From an optimization exercise on the open Yosys and OpenROAD flow, aimed at small area and a short achievable clock period; shortcuts taken in it are not production practice.
RTL that was checked went through simulation tests only; none was proved equivalent to the original.
The flow treats the clock pin as an ideal source. Dropping or thinning the clock tree relies on that and would not hold on a real chip.
No activity file was given, so power comes from the tool's default toggle rates.

==> inputs of job 436 <==
Design fir_filter, start of the top module:
module fir_filter (
    data_in, data_out, clk, rst
);
    output [17:0] data_out;
    input  [7:0]  data_in;
    input         clk, rst;
    wire [7:0] d = data_in;
    reg  [7:0]  x1n;
    reg  [7:0]  x2;
    reg  [7:0]  x3n;
    reg  [7:0]  x4;
    reg  [7:0]  x5n;
    reg  [7:0]  x6;
    reg  [7:0]  x7;
    reg  [17:0] s;
    wire p1, p2;
    fa u_p1 (.a(x2[0]), .b(x4[0]), .c(x6[0]), .s(p1), .co(p2));
    wire p3, p4;
    fa u_p3 (.a(x7[0]), .b(p1), .c(d[0]), .s(p3), .co(p4));
    wire p5, p6;
    fa u_p5 (.a(x2[1]), .b(x4[1]), .c(x6[1]), .s(p5), .co(p6));
    wire p7, p8;
    fa u_p7 (.a(x7[1]), .b(p2), .c(p5), .s(p7), .co(p8));
    wire p9, p10;
    fa u_p9 (.a(p7), .b(d[1]), .c(p4), .s(p9), .co(p10));
    wire p11, p12;
    fa u_p11 (.a(x2[2]), .b(x4[2]), .c(x6[2]), .s(p11), .co(p12));
    wire p13, p14;
    fa u_p13 (.a(x7[2]), .b(p6), .c(p11), .s(p13), .co(p14));
    wire p15, p16;
    fa u_p15 (.a(p8), .b(p13), .c(d[2]), .s(p15), .co(p16));
    wire p17, p18;
    fa u_p17 (.a(x2[3]), .b(x4[3]), .c(x6[3]), .s(p17), .co(p18));
    wire p19, p20;
    fa u_p19 (.a(x7[3]), .b(p12), .c(p17), .s(p19), .co(p20));
    wire p21, p22;
    fa u_p21 (.a(p14), .b(p19), .c(d[3]), .s(p21), .co(p22));
    wire p23, p24;
    fa u_p23 (.a(x2[4]), .b(x4[4]), .c(x6[4]), .s(p23), .co(p24));
    wire p25, p26;
    fa u_p25 (.a(x7[4]), .b(p18), .c(p23), .s(p25), .co(p26));
    wire p27, p28;
    fa u_p27 (.a(p20), .b(p25), .c(d[4]), .s(p27), .co(p28));
    wire p29, p30;
    fa u_p29 (.a(x2[5]), .b(x4[5]), .c(x6[5]), .s(p29), .co(p30));
    wire p31, p32;
    fa u_p31 (.a(x7[5]), .b(p24), .c(p29), .s(p31), .co(p32));
    wire p33, p34;
    fa u_p33 (.a(p26), .b(p31), .c(d[5]), .s(p33), .co(p34));
    wire p35, p36;
    fa u_p35 (.a(x2[6]), .b(x4[6]), .c(x6[6]), .s(p35), .co(p36));
    wire p37, p38;
    fa u_p37 (.a(x7[6]), .b(p30), .c(p35), .s(p37), .co(p38));
    wire p39, p40;
    fa u_p39 (.a(p32), .b(p37), .c(d[6]), .s(p39), .co(p40));
    wire p41, p42;
    fa u_p41 (.a(x2[7]), .b(x4[7]), .c(x6[7]), .s(p41), .co(p42));
    wire p43, p44;
    fa u_p43 (.a(x7[7]), .b(p36), .c(p41), .s(p43), .co(p44));
    wire p45, p46;
    fa u_p45 (.a(p38), .b(p43), .c(d[7]), .s(p45), .co(p46));
    wire p47, p48;
    fa u_p47 (.a(p42), .b(p44), .c(p46), .s(p47), .co(p48));
  ...
==> flow/config.mk <==
export PLATFORM = sky130hd
export DESIGN_NAME = fir_filter
export DESIGN_NICKNAME = fir_filter
export VERILOG_FILES = /design/flow/design.v
export SDC_FILE = /design/flow/constraint.sdc
export NUM_CORES = 4
export LEC_CHECK = 0
export CAP_MARGIN = 20
export CORE_MARGIN = 2
export CORE_UTILIZATION = 65
export SETUP_SLACK_MARGIN = 3.7
export SLEW_MARGIN = 20
export SYNTH_HIERARCHICAL = 1
==> flow/constraint.sdc <==
create_clock -name core_clock -period 11.0 [get_ports {clk}]
set_input_delay 2.2000 -clock core_clock [delete_from_list [all_inputs] [get_ports {clk}]]
set_output_delay 2.2000 -clock core_clock [all_outputs]
set_load 0.01 [all_outputs]
standard.sh (not shown) runs the stock make flow with config.mk's settings and CLKGATE_MAP_FILE= SYNTH_SCRIPT=/design/flow/synth_recipe.tcl, a recipe that flattens the netlist after the stock synthesis.
==> flow/flow/run.sh <==
#!/bin/bash
# Layout flow: the standard ORFS flow (standard.sh, unchanged synthesis),
# with these layout changes:
#  - ports are buffered with the smallest buffer (repair_timing upsizes the
#    ones on critical paths) instead of the delay cell buffer_ports picks;
#  - the clock tree is a root buffer and four leaf buffers (flow/cts_tree.tcl,
#    sourced before the CTS step) instead of TritonCTS's 9-buffer H-tree.
# Each tool's output is in this folder's orfs/logs; the make output is in
# flow.log.
set -euo pipefail
here=$(cd "$(dirname "$0")" && pwd)
export BUFFER_PORTS_ARGS="-buffer_cell sky130_fd_sc_hd__buf_1"
export PRE_CTS_TCL="$here/cts_tree.tcl"
export CTS_NLEAF=4
export CTS_ROOT_CELL=sky130_fd_sc_hd__clkbuf_8
export CTS_LEAF_CELL=sky130_fd_sc_hd__clkbuf_8
bash standard.sh finish > flow.log 2>&1
Other scripts of this flow, unchanged in this note and not shown: flow/flow/cts_tree.tcl
==> job 3578 (differences from job 436) <==
--- a/flow/config.mk
+++ b/flow/config.mk
@@ -9,5 +9,5 @@
 export CORE_MARGIN = 2
 export CORE_UTILIZATION = 65
-export SETUP_SLACK_MARGIN = 3.7
+export SETUP_SLACK_MARGIN = 3.5
 export SLEW_MARGIN = 20
 export SYNTH_HIERARCHICAL = 1
==> run summary <==
                                                              job 436      job 3578
Result of the run                            timing/DRC/antenna clean  timing/DRC/antenna clean
Unrepaired setup endpoints after global routing                   yes            no
Detailed route wirelength on metal2                           4.36 mm       4.21 mm
Worst-margin pin slew                                        0.758 ns      0.738 ns
Reported net switching power                                 0.557 mW      0.532 mW
Utilization after layout                                        0.715         0.704
Total Wirelength                                              8.02 mm       7.77 mm
Area of the multi-input gates                               3240 um^2     3170 um^2
GR Layer Usage met3                                            0.0199        0.0158
Metal-1 WL                                                    3.33 mm       3.26 mm
Worst-case setup margin in the final layout                   3.79 ns       3.64 ns
Cell internal pwr                                            0.785 mW      0.748 mW
Final setup skew                                           0.00982 ns    0.00810 ns
Total number of vias                                             2624          2598
Critical path's most frequent cell                               ha_4          ha_1
Bufs and invs on worst path                                         2             3
WL/cell                                                       16.0 um       15.6 um
Total GRT Usage                                                 0.225         0.218
M2 GR Usage                                                     0.424         0.410
Fraction of power consumed by the clock network                 0.090         0.094
Number of nets at the end of the flow                             553           552
Share of the final layout cell area in sequential cells         0.292         0.297
Endpoint of the most critical setup path                 data_out[15]  data_out[13]
Met1 usage                                                      0.294         0.289
In every run of this note, the design's own scripts or RTL, not TritonCTS, make the clock network.

* * *

==> exp/delta: inputs <==
Another version of the RTL of fir_filter (not shown whole).
clock: 11.0 ns
lec_check: 0
abc_area: 1
cap_margin: 20
core_margin: 2
core_utilization: 58
setup_slack_margin: 3.9
slew_margin: 20
synth_hierarchical: 1
==> flow/flow/cts_tree.tcl <==
# Sourced before clock tree synthesis (PRE_CTS_TCL). Replaces TritonCTS with a
# small two-level clock tree: the clock port drives one root buffer, which
# drives NLEAF leaf buffers; the flip-flops are split by position (recursive
# bisection) into NLEAF equal groups, each driven by the leaf buffer placed at the group's centroid.
# All flip-flops sit at the same depth (root + one leaf), so the tree adds no
# deliberate skew.
proc clock_tree_synthesis { args } {
  set nleaf $::env(CTS_NLEAF)
  set db [ord::get_db]
  set block [ord::get_db_block]
  set clk_net [$block findNet clk]
  set leafm [$db findMaster $::env(CTS_LEAF_CELL)]
  set rootm [$db findMaster $::env(CTS_ROOT_CELL)]
  set sinks {}
  foreach it [$clk_net getITerms] {
    set loc [[$it getInst] getLocation]
    lappend sinks [list $it [lindex $loc 0] [lindex $loc 1]]
  }
  set n [llength $sinks]
  # recursive bisection (alternately by x and y) into nleaf groups of
  # (nearly) equal size; nleaf is a power of two
  set groups [list $sinks]
  set axis 1
  while {[llength $groups] < $nleaf} {
    set next {}
    foreach grp $groups {
      set grp [lsort -integer -index $axis $grp]
      set h [expr {[llength $grp] / 2}]
      lappend next [lrange $grp 0 [expr {$h - 1}]] [lrange $grp $h end]
    }
    set groups $next
    set axis [expr {3 - $axis}]
  }
  set sx 0; set sy 0
  foreach s $sinks { incr sx [lindex $s 1]; incr sy [lindex $s 2] }
  set root [odb::dbInst_create $block $rootm clkroot]
  $root setLocation [expr {$sx / $n}] [expr {$sy / $n}]
  $root setPlacementStatus PLACED
  set rootnet [odb::dbNet_create $block clknet_root]
  $rootnet setSigType CLOCK
  [$root findITerm A] connect $clk_net
  [$root findITerm X] connect $rootnet
  set g 0
  foreach grp $groups {
    set gx 0; set gy 0
    foreach s $grp { incr gx [lindex $s 1]; incr gy [lindex $s 2] }
    set m [llength $grp]
    set leaf [odb::dbInst_create $block $leafm clkleaf_$g]
    $leaf setLocation [expr {$gx / $m}] [expr {$gy / $m}]
    $leaf setPlacementStatus PLACED
    set net [odb::dbNet_create $block clknet_leaf_$g]
    $net setSigType CLOCK
    [$leaf findITerm A] connect $rootnet
    [$leaf findITerm X] connect $net
    foreach s $grp {
      set it [lindex $s 0]
      $it disconnect
      $it connect $net
    }
    incr g
  }
  $clk_net setSigType CLOCK
  puts "clock tree: root [$rootm getName], $nleaf leaves [$leafm getName], $n sinks"
  set_propagated_clock [all_clocks]
}
Scripts as last shown in full above: flow/flow/run.sh
==> exp/pepper: changes against exp/delta <==
--- a/flow/design.v
+++ b/flow/design.v
@@ -172,17 +172,17 @@
     wire t90 = ~x3n[7] | P[10];
     wire Srs1, Src1;
     ha u_Sr1 (.a(x3n[0]), .b(~P[0]), .s(Srs1), .co(Src1));
     wire Srs2, Src2;
     fa u_Sr2 (.a(t59), .b(~P[1]), .c(Src1), .s(Srs2), .co(Src2));
     wire Srs3, Src3;
     fa u_Sr3 (.a(t60), .b(t61), .c(Src2), .s(Srs3), .co(Src3));
     wire Srs4, Src4;
-    ha u_Sr4 (.a(t63), .b(t62), .s(Srs4), .co(Src4));
+    fa u_Sr4 (.a(t63), .b(t62), .c(Src3), .s(Srs4), .co(Src4));
     wire Srs5, Src5;
     fa u_Sr5 (.a(t64), .b(t65), .c(Src4), .s(Srs5), .co(Src5));
     wire Srs6, Src6;
     fa u_Sr6 (.a(t67), .b(t66), .c(Src5), .s(Srs6), .co(Src6));
     wire Srs7, Src7;
     fa u_Sr7 (.a(t69), .b(t68), .c(Src6), .s(Srs7), .co(Src7));
     wire Srs8, Src8;
     fa u_Sr8 (.a(t70), .b(t71), .c(Src7), .s(Srs8), .co(Src8));
@@ -202,102 +202,98 @@
     fa u_Sr15 (.a(t85), .b(t84), .c(Src14), .s(Srs15), .co(Src15));
     wire Srs16, Src16;
     fa u_Sr16 (.a(t87), .b(t86), .c(Src15), .s(Srs16), .co(Src16));
     wire Srs17, Src17;
     fa u_Sr17 (.a(t89), .b(t88), .c(Src16), .s(Srs17), .co(Src17));
     wire Srs18 = ~(t90 ^ Src17);
     wire Src18 = t90 | Src17;
     wire [17:0] s_next = {Srs18, Srs17, Srs16, Srs15, Srs14, Srs13, Srs12, Srs11, Srs10, Srs9, Srs8, Srs7, Srs6, Srs5, Srs4, Srs3, Srs2, Srs1};
-    reg  sc3;    
-    wire sc3_next = Src3;
     reg  sc9;    
     wire sc9_next = Src9;
     reg  sc13;    
     wire sc13_next = Src13;
     wire o1, o2;
     ha u_o1 (.a(s[6]), .b(d[6]), .s(o1), .co(o2));
     wire o3, o4;
     fa u_o3 (.a(s[7]), .b(d[7]), .c(d[5]), .s(o3), .co(o4));
     wire o5, o6;
     ha u_o5 (.a(s[8]), .b(d[6]), .s(o5), .co(o6));
     wire o7, o8;
     fa u_o7 (.a(s[9]), .b(sc9), .c(d[7]), .s(o7), .co(o8));
     wire o9, o10;
-    ha u_o9 (.a(s[3]), .b(sc3), .s(o9), .co(o10));
+    ha u_o9 (.a(s[4]), .b(d[4]), .s(o9), .co(o10));
     wire o11, o12;
-    fa u_o11 (.a(s[4]), .b(d[4]), .c(d[2]), .s(o11), .co(o12));
+    fa u_o11 (.a(s[5]), .b(d[5]), .c(d[3]), .s(o11), .co(o12));
     wire o13, o14;
-    fa u_o13 (.a(s[5]), .b(d[5]), .c(d[3]), .s(o13), .co(o14));
+    fa u_o13 (.a(d[4]), .b(d[2]), .c(d[0]), .s(o13), .co(o14));
     wire o15, o16;
-    fa u_o15 (.a(d[4]), .b(d[2]), .c(d[0]), .s(o15), .co(o16));
+    fa u_o15 (.a(d[3]), .b(d[1]), .c(o2), .s(o15), .co(o16));
     wire o17, o18;
-    fa u_o17 (.a(d[3]), .b(d[1]), .c(o2), .s(o17), .co(o18));
+    fa u_o17 (.a(d[4]), .b(d[2]), .c(o5), .s(o17), .co(o18));
     wire o19, o20;
-    fa u_o19 (.a(d[4]), .b(d[2]), .c(o5), .s(o19), .co(o20));
+    fa u_o19 (.a(d[5]), .b(d[3]), .c(o6), .s(o19), .co(o20));
     wire o21, o22;
-    fa u_o21 (.a(d[5]), .b(d[3]), .c(o6), .s(o21), .co(o22));
+    fa u_o21 (.a(s[10]), .b(d[6]), .c(d[4]), .s(o21), .co(o22));
     wire o23, o24;
-    fa u_o23 (.a(s[10]), .b(d[6]), .c(d[4]), .s(o23), .co(o24));
+    ha u_o23 (.a(s[11]), .b(d[7]), .s(o23), .co(o24));
     wire o25, o26;
-    ha u_o25 (.a(s[11]), .b(d[7]), .s(o25), .co(o26));
+    ha u_o25 (.a(s[2]), .b(d[2]), .s(o25), .co(o26));
     wire o27, o28;
-    ha u_o27 (.a(s[2]), .b(d[2]), .s(o27), .co(o28));
+    fa u_o27 (.a(s[3]), .b(d[3]), .c(d[1]), .s(o27), .co(o28));
     wire o29, o30;
-    fa u_o29 (.a(o9), .b(d[3]), .c(d[1]), .s(o29), .co(o30));
+    fa u_o29 (.a(d[2]), .b(d[0]), .c(o9), .s(o29), .co(o30));
     wire o31, o32;
-    fa u_o31 (.a(o10), .b(d[0]), .c(o11), .s(o31), .co(o32));
+    fa u_o31 (.a(d[1]), .b(o10), .c(o11), .s(o31), .co(o32));
     wire o33, o34;
-    fa u_o33 (.a(d[1]), .b(o13), .c(o12), .s(o33), .co(o34));
+    fa u_o33 (.a(o1), .b(o13), .c(o12), .s(o33), .co(o34));
     wire o35, o36;
-    fa u_o35 (.a(o1), .b(o15), .c(o14), .s(o35), .co(o36));
+    fa u_o35 (.a(o3), .b(o14), .c(o15), .s(o35), .co(o36));
     wire o37, o38;
-    fa u_o37 (.a(o3), .b(o16), .c(o17), .s(o37), .co(o38));
+    fa u_o37 (.a(o4), .b(o17), .c(o16), .s(o37), .co(o38));
     wire o39, o40;
-    fa u_o39 (.a(o4), .b(o19), .c(o18), .s(o39), .co(o40));
+    fa u_o39 (.a(o7), .b(o19), .c(o18), .s(o39), .co(o40));
     wire o41, o42;
-    fa u_o41 (.a(o7), .b(o21), .c(o20), .s(o41), .co(o42));
+    fa u_o41 (.a(o8), .b(o21), .c(o20), .s(o41), .co(o42));
     wire o43, o44;
-    fa u_o43 (.a(o8), .b(o23), .c(o22), .s(o43), .co(o44));
+    fa u_o43 (.a(d[5]), .b(o23), .c(o22), .s(o43), .co(o44));
     wire o45, o46;
-    fa u_o45 (.a(d[5]), .b(o25), .c(o24), .s(o45), .co(o46));
+    fa u_o45 (.a(s[12]), .b(d[6]), .c(o24), .s(o45), .co(o46));
     wire o47, o48;
-    fa u_o47 (.a(s[12]), .b(d[6]), .c(o26), .s(o47), .co(o48));
-    wire o49, o50;
-    fa u_o49 (.a(s[13]), .b(sc13), .c(d[7]), .s(o49), .co(o50));
+    fa u_o47 (.a(s[13]), .b(sc13), .c(d[7]), .s(o47), .co(o48));
     wire yc_p0, yc_g0;
     ha u_yc_h0 (.a(s[0]), .b(d[0]), .s(yc_p0), .co(yc_g0));
     wire yc_p1, yc_g1;
     ha u_yc_h1 (.a(s[1]), .b(d[1]), .s(yc_p1), .co(yc_g1));
     wire yc_p2, yc_g2;
-    ha u_yc_h2 (.a(d[0]), .b(o27), .s(yc_p2), .co(yc_g2));
+    ha u_yc_h2 (.a(d[0]), .b(o25), .s(yc_p2), .co(yc_g2));
     wire yc_p3, yc_g3;
-    ha u_yc_h3 (.a(o28), .b(o29), .s(yc_p3), .co(yc_g3));
+    ha u_yc_h3 (.a(o26), .b(o27), .s(yc_p3), .co(yc_g3));
     wire yc_p4, yc_g4;
-    ha u_yc_h4 (.a(o30), .b(o31), .s(yc_p4), .co(yc_g4));
+    ha u_yc_h4 (.a(o28), .b(o29), .s(yc_p4), .co(yc_g4));
     wire yc_p5, yc_g5;
-    ha u_yc_h5 (.a(o33), .b(o32), .s(yc_p5), .co(yc_g5));
+    ha u_yc_h5 (.a(o30), .b(o31), .s(yc_p5), .co(yc_g5));
     wire yc_p6, yc_g6;
-    ha u_yc_h6 (.a(o35), .b(o34), .s(yc_p6), .co(yc_g6));
+    ha u_yc_h6 (.a(o33), .b(o32), .s(yc_p6), .co(yc_g6));
     wire yc_p7, yc_g7;
-    ha u_yc_h7 (.a(o36), .b(o37), .s(yc_p7), .co(yc_g7));
+    ha u_yc_h7 (.a(o34), .b(o35), .s(yc_p7), .co(yc_g7));
     wire yc_p8, yc_g8;
-    ha u_yc_h8 (.a(o39), .b(o38), .s(yc_p8), .co(yc_g8));
+    ha u_yc_h8 (.a(o37), .b(o36), .s(yc_p8), .co(yc_g8));
     wire yc_p9, yc_g9;
-    ha u_yc_h9 (.a(o41), .b(o40), .s(yc_p9), .co(yc_g9));
+    ha u_yc_h9 (.a(o39), .b(o38), .s(yc_p9), .co(yc_g9));
     wire yc_p10, yc_g10;
-    ha u_yc_h10 (.a(o43), .b(o42), .s(yc_p10), .co(yc_g10));
+    ha u_yc_h10 (.a(o41), .b(o40), .s(yc_p10), .co(yc_g10));
     wire yc_p11, yc_g11;
-    ha u_yc_h11 (.a(o45), .b(o44), .s(yc_p11), .co(yc_g11));
+    ha u_yc_h11 (.a(o43), .b(o42), .s(yc_p11), .co(yc_g11));
     wire yc_p12, yc_g12;
-    ha u_yc_h12 (.a(o47), .b(o46), .s(yc_p12), .co(yc_g12));
+    ha u_yc_h12 (.a(o45), .b(o44), .s(yc_p12), .co(yc_g12));
     wire yc_p13, yc_g13;
-    ha u_yc_h13 (.a(o49), .b(o48), .s(yc_p13), .co(yc_g13));
+    ha u_yc_h13 (.a(o47), .b(o46), .s(yc_p13), .co(yc_g13));
     wire yc_p14, yc_g14;
-    ha u_yc_h14 (.a(s[14]), .b(o50), .s(yc_p14), .co(yc_g14));
+    ha u_yc_h14 (.a(s[14]), .b(o48), .s(yc_p14), .co(yc_g14));
     wire yc_G1 = yc_g1 | (yc_p1 & yc_g0);
     wire yc_P1 = yc_p1 & yc_p0;
     wire yc_G2 = yc_g3 | (yc_p3 & yc_g2);
     wire yc_P2 = yc_p3 & yc_p2;
     wire yc_G3 = yc_g5 | (yc_p5 & yc_g4);
     wire yc_P3 = yc_p5 & yc_p4;
     wire yc_G4 = yc_g7 | (yc_p7 & yc_g6);
     wire yc_P4 = yc_p7 & yc_p6;
@@ -386,17 +382,16 @@
         x1n <= x1n_d;
         x2 <= x2_d;
         x3n <= x3n_d;
         x4 <= x4_d;
         x5n <= x5n_d;
         x6 <= x6_d;
         x7 <= x7_d;
         s <= rst ? 18'd0 : s_next;
-        sc3 <= rst ? 1'b0 : sc3_next;
         sc9 <= rst ? 1'b0 : sc9_next;
         sc13 <= rst ? 1'b0 : sc13_next;
     end
 endmodule
 module fa (input a, input b, input c, output s, output co);
     assign s = a ^ b ^ c;
     assign co = (a & b) | (a & c) | (b & c);
 endmodule
Settings changed: ABC_AREA 1 to not set, SETUP_SLACK_MARGIN 3.9 to 3.7.
==> summary of the runs <==
Of exp/pepper and exp/delta, exp/delta has the higher final area (gap 2.0%, measured against exp/delta). Of exp/delta and exp/pepper, exp/delta has the higher synthesized area (gap about 2%, measured against exp/pepper). Sequential share of layout area: exp/pepper is higher than exp/delta (0.19 points). In exp/pepper the register-to-register slack is lower than in exp/delta, by 0.08 ns. In exp/pepper the utilization is higher than in exp/delta, by 1.3 points.
==> figures <==
| metric | exp/pepper | exp/delta |
|---|---|---|
| Vias | 2624 | 2815 |
| Unrepaired setup endpoints after global routing | false | true |
| Worst Setup Slack post-DPL | 3.29 ns | 3.41 ns |
| Iteration-0 DRC Markers | 47 | 44 |
| Proportion of layout cells with a drive suffix above 1 | 0.102 | 0.109 |
| Area share of the largest cell type after synthesis | 0.395 | 0.388 |
| Run status | finished clean | finished clean |
| Sequential group power | 0.000328 W | 0.000332 W |
| Syn Std Cell Area | 4960 um^2 | 5060 um^2 |
| Final design instance area without fill | 5330 um^2 | 5440 um^2 |
| Slew of the pin with the lowest slew margin | 0.840 ns | 0.965 ns |
No functional check of the RTL was part of any run of this note. No run of this note takes its clock network from TritonCTS; it comes from the design's own scripts or RTL.

afterwards: timing with drivers on the ports:
How much do the figures lean on ideal ports? The routed layouts below were timed once more, with nothing changed but the port constraints.
Step 1 sets driving cells, clkbuf_16 on the clock port and buf_2 on the other inputs (assumed; they add their load-dependent delay and slew).
Step 2 times the ports against the registers' clock, not the clock port: input delays grow and output delays shrink by t, the midpoint of the rising clock arrivals with the driver on.
Three values: no drivers, after step 1, after step 2; two values: the first two.
run	shift t [ns]	slack for setup (ns)	hold slack, ns	slew at the worst register clock pin (ns)	pins driven straight from the clock port
job 436	0.364	3.790 / 3.758 / 3.659	0.382 / 0.382 / 0.382	0.11 / 0.11	1
job 3578	0.364	3.640 / 3.617 / 3.573	0.382 / 0.382 / 0.382	0.11 / 0.11	1
exp/delta	0.369	4.000 / 3.955 / 3.948	0.381 / 0.381 / 0.381	0.12 / 0.12	1
exp/pepper	0.359	3.846 / 3.798 / 3.798	0.376 / 0.376 / 0.376	0.12 / 0.12	1
After both steps every run listed still meets setup and hold. For job 436, which loses most, drivers alone change the setup slack by -0.032 ns; drivers and shift together by -0.131 ns.
